This design comes from an exercise in tuning for small area on the open sky130 flow, not from production work.
In this exercise RTL edits were held to simulation tests only and were not proved equivalent to the original.
No activity file was given, so power comes from the tool's default toggle rates.

==> design/flow/design.v <==
module baud_rate_generator(
    input  clk,
    input  reset,
    output tick,
    output bc1
);
    reg [3:0] counter;
    assign bc1  = (counter == 4'd1);
    assign tick = counter[3] & counter[2] & counter[0];    
    always @(posedge clk)
        if (reset | tick) counter <= 4'd0;
        else              counter <= counter + 4'd1;
endmodule
module uart_copro_top(
    input  clk,
    input  reset,
    input  rx,
    output tx,
    input  [1:0] mode
);
    localparam [1:0] IDLE = 2'd0, START = 2'd1, DATA = 2'd2, STOP = 2'd3;
    wire tick, bc1;
    baud_rate_generator BAUD (.clk(clk), .reset(reset), .tick(tick), .bc1(bc1));
    reg [5:0] ph;
    always @(posedge clk) ph <= ph + 6'd1;
    wire ph63 = &ph;
    reg [7:0] q;
    reg [3:0] cc;        
    reg       rxb;       
    wire qidle      = ~q[7] & ~q[6];
    wire rsample    = tick & (&q[3:0]) & (q[7] ? ~&q[6:4] : q[4]);
    wire data_ready = tick & (&q);
    wire [5:0] welem = {~cc, q[6:5]};    
    wire rwr = q[7] & (ph == welem);
    always @(posedge clk) begin
        if (reset) q <= 8'd0;
        else if (qidle) begin if (~rx) q <= 8'd104; end
        else if (tick) q <= q + 8'd1;
        if (rsample) rxb <= rx;
        if (reset) cc <= 4'd0;
        else if (data_ready) cc <= cc + 4'd1;
    end
    reg [1:0] sq;
    wire trig  = (sq == 2'd1) & bc1;
    wire cpend = (sq == 2'd3);
    wire act   = (sq == 2'd2);
    wire compl = data_ready & (&cc);
    always @(posedge clk) begin
        sq[0] <= ~reset & ((~sq[1] & (sq[0] | compl)) | (sq[1] & sq[0] & ~ph63));
        sq[1] <= ~reset & ((sq[0] & (sq[1] | bc1)) | (sq[1] & ~sq[0] & ~ph63));
    end
    reg [63:0] A0, A1, B0, B1, C0, C1;
    reg [3:0]  X0, X1;
    reg cy, fv1, fv2;
    reg [1:0] mL;
    wire a0 = A0[0], a1 = A1[0];
    wire b0 = B0[0] & fv1, b1 = B1[0] & fv1;
    wire c0 = C0[0] & fv2, c1 = C1[0] & fv2;
    wire s0 = a0 ^ b0 ^ cy;
    wire k0 = (a0 & b0) | (cy & (a0 ^ b0));
    wire s1 = a1 ^ b1 ^ k0;
    wire k1 = (a1 & b1) | (k0 & (a1 ^ b1));
    wire r0 = mL[0] ? a0 : mL[1] ? c0 : s0;
    wire r1 = mL[0] ? a1 : mL[1] ? c1 : s1;
    wire slot0 = (ph[5:2] == 4'd0);
    wire wra = act & ~slot0;     
    wire wrx = act & slot0;      
    always @(posedge clk) begin
        A0 <= {(rwr & ~q[4]) ? rxb : A0[0], A0[63:61], wra ? r0 : A0[60], A0[59:1]};
        A1 <= {(rwr &  q[4]) ? rxb : A1[0], A1[63:61], wra ? r1 : A1[60], A1[59:1]};
        X0 <= {wrx ? r0 : X0[0], X0[3:1]};
        X1 <= {wrx ? r1 : X1[0], X1[3:1]};
        B0 <= {act ? A0[0] : B0[0], B0[63:1]};
        B1 <= {act ? A1[0] : B1[0], B1[63:1]};
        C0 <= {act ? B0[0] : C0[0], C0[63:1]};
        C1 <= {act ? B1[0] : C1[0], C1[63:1]};
        cy <= act & k1;
        if (trig) mL <= mode;
        if (reset) begin
            fv1 <= 1'b0;
            fv2 <= 1'b0;
        end else if (act & ph63) begin
            fv1 <= 1'b1;
            fv2 <= fv1;
        end
    end
    reg [4:0] pd;
    reg [7:0] u;
    reg [3:0] D0, D1;    
    wire tidle    = ~u[7] & ~u[6] & u[4];
    wire tstart   = ~u[7] & u[6];
    wire tdata    = u[7];
    wire tx_done  = tick & ~u[7] & ~u[6] & ~u[4] & (&u[3:0]);
    wire tx_start = tidle & ~(pd[4] & ~pd[0]) & ~trig;
    wire fetch = tstart & (pd[4] | (ph[5:2] == pd[3:0]));
    always @(posedge clk) begin
        if (reset) begin pd[4] <= 1'b1; pd[0] <= 1'b0; end
        else if (trig) pd <= 5'd14;
        else if (tx_done) pd <= pd - 5'd1;
        D0 <= {fetch ? (pd[4] ? X0[0] : A0[0]) : D0[0], D0[3:1]};
        D1 <= {fetch ? (pd[4] ? X1[0] : A1[0]) : D1[0], D1[3:1]};
        if (reset) u <= 8'h10;
        else if (tidle) begin if (tx_start) u <= 8'h70; end
        else if (tick) u <= u + 8'd1;
    end
    wire [1:0] dst = u[6:5] - ph[1:0];
    wire [3:0] dsel = u[4] ? D1 : D0;
    assign tx = tdata ? dsel[dst] : ~tstart;
endmodule
==> design/flow/run.sh <==
#!/bin/bash
# synth_recipe.tcl (not shown) runs the flow's synth.tcl, then flattens the netlist and writes it again
# the make line also repeats each setting of config.mk as NAME=value (left out here)
make -C /OpenROAD-flow-scripts/flow DESIGN_CONFIG=/design/flow/config.mk WORK_HOME=/design/flow/orfs CLKGATE_MAP_FILE= SYNTH_SCRIPT=/design/flow/synth_recipe.tcl finish
==> design/flow/config.mk <==
export PLATFORM = sky130hd
export DESIGN_NAME = uart_copro_top
export DESIGN_NICKNAME = uart_copro_top
export VERILOG_FILES = /design/flow/design.v
export SDC_FILE = /design/flow/constraint.sdc
export NUM_CORES = 4
export LEC_CHECK = 0
export CAP_MARGIN = 20
export CORE_MARGIN = 2
export CORE_UTILIZATION = 65
export CTS_BUF_LIST = sky130_fd_sc_hd__clkbuf_8
export CTS_CLUSTER_DIAMETER = 60
export CTS_CLUSTER_SIZE = 16
export SLEW_MARGIN = 20
==> design/flow/constraint.sdc <==
create_clock -name core_clock -period 10.0 [get_ports {clk}]
set_input_delay 2.0000 -clock core_clock [delete_from_list [all_inputs] [get_ports {clk}]]
set_output_delay 2.0000 -clock core_clock [all_outputs]
set_load 0.01 [all_outputs]
==> impl_metrics.csv <==
group,metric,value,unit
critical_path,crit_slowest_cell,"mux4_1",
sta,fin_ws,5.33,ns
clock_tree,clock_path_buffers,3,
final_layout,diodes,0,
global_route,grt_usage,0.148,
synth,seq_area_frac_synth,0.853,
final_layout,fin_cells,916,
clock_tree,hold_buffers,0,
flow_run,drv_cap,0,
synth,yosys_warnings,2,
critical_path,cp-startpoint,"u[4]$_SDFFE_PP1P_",
floorplan,fp.dieH,131,µm
synth,synthCells,673,
critical_path,r2r_setup_slack,7.88,ns
detailed_routing,drc_errors,0,
synth,syn_area_per_cell,15.5,µm²
sta,worst_pin_slew,0.532,ns
sta,fin_tns_setup,0,ns
detailed_routing,wl_per_cell,13.2,µm
power,p_leak,4.42,nW
synth,syn_nets,688,
global_route,grt_pass1_vias,4256,
detailed_routing,routed_wl,12100,µm
synth,yosys.area.top_type,"dfxtp_1",
global_route,grt_pass1_wl,20200,µm
clock_tree,post_cts_buffers,0,
clock_tree,cts_sinks,443,
final_layout,layout_commonest_cell,"dfxtp_1",
hold_path,hp-class,"register to register",
critical_path,arrival,2.67,ns
sta,fmaxAchievable,214,MHz
placement,place_inst,880,
clock_tree,clockRootBuffer,"clkbuf_8",
critical_path,cp-start-kind,"register",
synth,synth.top_cells.by_area,"dfxtp_1, edfxtp_1, xnor2_1, mux2_2, nand2_1",
clock_tree,worstSkewPairLatency,0.58,ns
synth,synth_edf_count,6,
critical_path,critPathMaxFanout,9,
critical_path,critical-path-max-stage-delay,0.62,ns
final_layout,final_cell_mix,"dfxtp_1, clkbuf_8, nand2_1, xnor2_1, nor2_1",
floorplan,initial_core_util,0.661,
critical_path,crit_required,8.00,ns
critical_path,r2r_end,"u[7]$_SDFFE_PP0P_",
synth,netlist_area,10500,µm²
critical_path,rr_worst_depth,5,
placement,portBuffers,5,
synth,synthArstFlopShare,0,
sta,fin_crit,4.67,ns
power,vdd_drop_max,0.154,mV
placement,hpwl,7150,µm
synth,ys_seq_elements,443,
synth,synth-main-ff-cell,"dfxtp_1",
floorplan,rows,46,
critical_path,crit_path_end_kind,"output pin",
floorplan,dieArea,17100,µm²
placement,place_ws,5.92,ns
detailed_routing,antenna_left,0,
detailed_routing,drt-initial-drc-count,167,
final_layout,nets,712,
detailed_routing,drtPass1Iterations,4,
final_layout,final_layout_size_suffix_gt1_frac,0.0700,
sta,slew_headroom,0.642,
floorplan,die_w,131,µm
clock_tree,tritoncts,"done",
run_status,status,"finished clean",
floorplan,core,15800,µm²
floorplan,num_io_pins,6,
sta,slew_viol_final,0,
sta,hold_slack,0.323,ns
synth,yosysTopAreaCellShare,0.836,
sta,finClkSkew,0.0220,ns
final_layout,syn2layout_area_growth,6.88,%
power,powerDensity,227,nW/µm²
clock_tree,htree_num_levels,1,
clock_tree,cts-resized-gates,0,
synth,ys_types,43,
global_route,grt_overflow,0,
detailed_routing,num_vias,4362,
critical_path,cp_cell_sequence,"mux4_1 > mux2_2 > a31o_2 > clkdlybuf4s50_1",
critical_path,crit_end,"tx",
power,total_power,0.00254,W
global_route,grt_start_max_net_pins,34,
critical_path,worstSetupPathType,"register to output pin",
clock_tree,cts_buffers,31,
placement,place_congestion,0.773,
sta,setup_viol,0,
sta,min_period_over_period,0.467,
detailed_routing,viasPerCell,4.76,
sta,rsz0062_at_grt,"false",
critical_path,rr_startpoint,"BAUD.counter[0]$_SDFF_PP0_",
sta,timing_hold_violations_final,0,
global_route,grt_antenna_before_repair,0,
clock_tree,clk_pin_slew,0.10,ns
## metrics by stage
step / instance area (µm²) / util
global placement: 10700 / 0.677
finish: 11200 / 0.707
floorplan: 10500 / -
global route: 11200 / 0.707
CTS: 11200 / 0.707
detailed placement: 10700 / 0.677
## worst max-delay path, delay by kind of cell (launching register included)
| family | cells | cell delay [ns] |
|---|---|---|
| flip-flops | 1 | 0.50 |
| AO/OA/AOI/OAI | 1 | 0.24 |
| buffers and inverters | 1 | 0.47 |
| multiplexers | 2 | 0.90 |
## layout make-up
class	instances	area, µm²
clock inverter	4	23.8
fill	1061	4640
clock buffer	32	440
inverter	8	30.0
multi-input combinational	207	1430
sequential	443	8930
timing repair buffer	6	57.6
tap	216	270
## sequential cells by signal, summed over array words and instances, names as in the netlist, 8 cells and up
signal,cells
C1,64
A0,64
u,8
C0,64
B1,64
B0,64
q,8
A1,64
## metal layers
metal	part of all wire	vias to the layer above	track usage
li1	-	2213	-
met1	0.52	2069	0.212
met2	0.42	50	0.222
met3	0.033	30	0.0334
met4	0.029	0	0.0551
met5	0	-	0
## synthesized netlist by cell type, types with 2 or more instances
| cell | instances |
|---|---|
| nand2b_1 | 2 |
| or3b_2 | 2 |
| ha_1 | 8 |
| and2_1 | 5 |
| nand4_1 | 6 |
| xnor2_1 | 20 |
| mux4_1 | 2 |
| a31oi_1 | 4 |
| and4_1 | 2 |
| a21oi_1 | 16 |
| nor3_1 | 10 |
| nor2b_1 | 4 |
| o21ai_0 | 9 |
| mux2i_1 | 5 |
| fa_1 | 2 |
| clkbuf_1 | 12 |
| edfxtp_1 | 6 |
| buf_6 | 2 |
| inv_1 | 8 |
| or3_1 | 3 |
| nor4_1 | 3 |
| nand2_1 | 29 |
| nor3b_1 | 3 |
| dfxtp_1 | 437 |
| and3_1 | 5 |
| nor2_1 | 17 |
| nand3_1 | 14 |
| xor2_1 | 10 |
| mux2_2 | 11 |
| nand3b_1 | 3 |
## how the worst min path moves through the flow
stage,startpoint,to,cells past startpoint
after floorplan,A0[1]$_DFF_P_,A0[0]$_DFF_P_,0
after global placement,A0[61]$_DFF_P_,A0[60]$_DFF_P_,0
after detailed placement,A0[12]$_DFF_P_,A0[11]$_DFF_P_,0
after CTS,C0[32]$_DFF_P_,C0[31]$_DFF_P_,0
after global routing,C0[32]$_DFF_P_,C0[31]$_DFF_P_,0
final,B1[48]$_DFF_P_,B1[47]$_DFF_P_,0
## power breakdown
part           internal (W)  leakage [nW]  switching (W)
Clock              0.000290         0.251       0.000472
Sequential          0.00177          3.57     0.00000345
Combinational    0.00000514         0.593     0.00000535
## kinds of logic (layout without fill, tap and decap cells)
kind of cell | after synthesis | in the layout | share of synthesized area
DFF | 443 | 443 | 0.853
and+or+nand+nor | 112 | 112 | 0.0556
AOI/OAI and AO/OA | 37 | 37 | 0.0212
xor gates and xnor gates | 30 | 30 | 0.0251
buffers and inverters | 23 | 50 | 0.00980
muxes | 18 | 18 | 0.0216
adders and majority gates | 10 | 10 | 0.0134

## re-timing with driven ports
No port has a modelled driver above. Below, the same layout with a new extraction and two added sets of constraints. Step 1 assumes that a clkbuf_16 drives the clock port and a buf_2 every other input. Step 2 moves the port delays by t, midway between the first and last clock arrival at a register: inputs arrive t later, outputs are due t later. That takes back most of the time a late clock gives input paths. Slacks: ideal / step 1 / step 2; pairs: ideal / step 1.
t (ns): 0.605
setup WS [ns]: 5.331 / 5.294 / 5.898
clock arrival spread, ns: 0.029 / 0.029
After both steps setup and hold are still met in this run. The setup slack of this run moves by -0.037 ns with the drivers and by +0.567 ns with both steps.
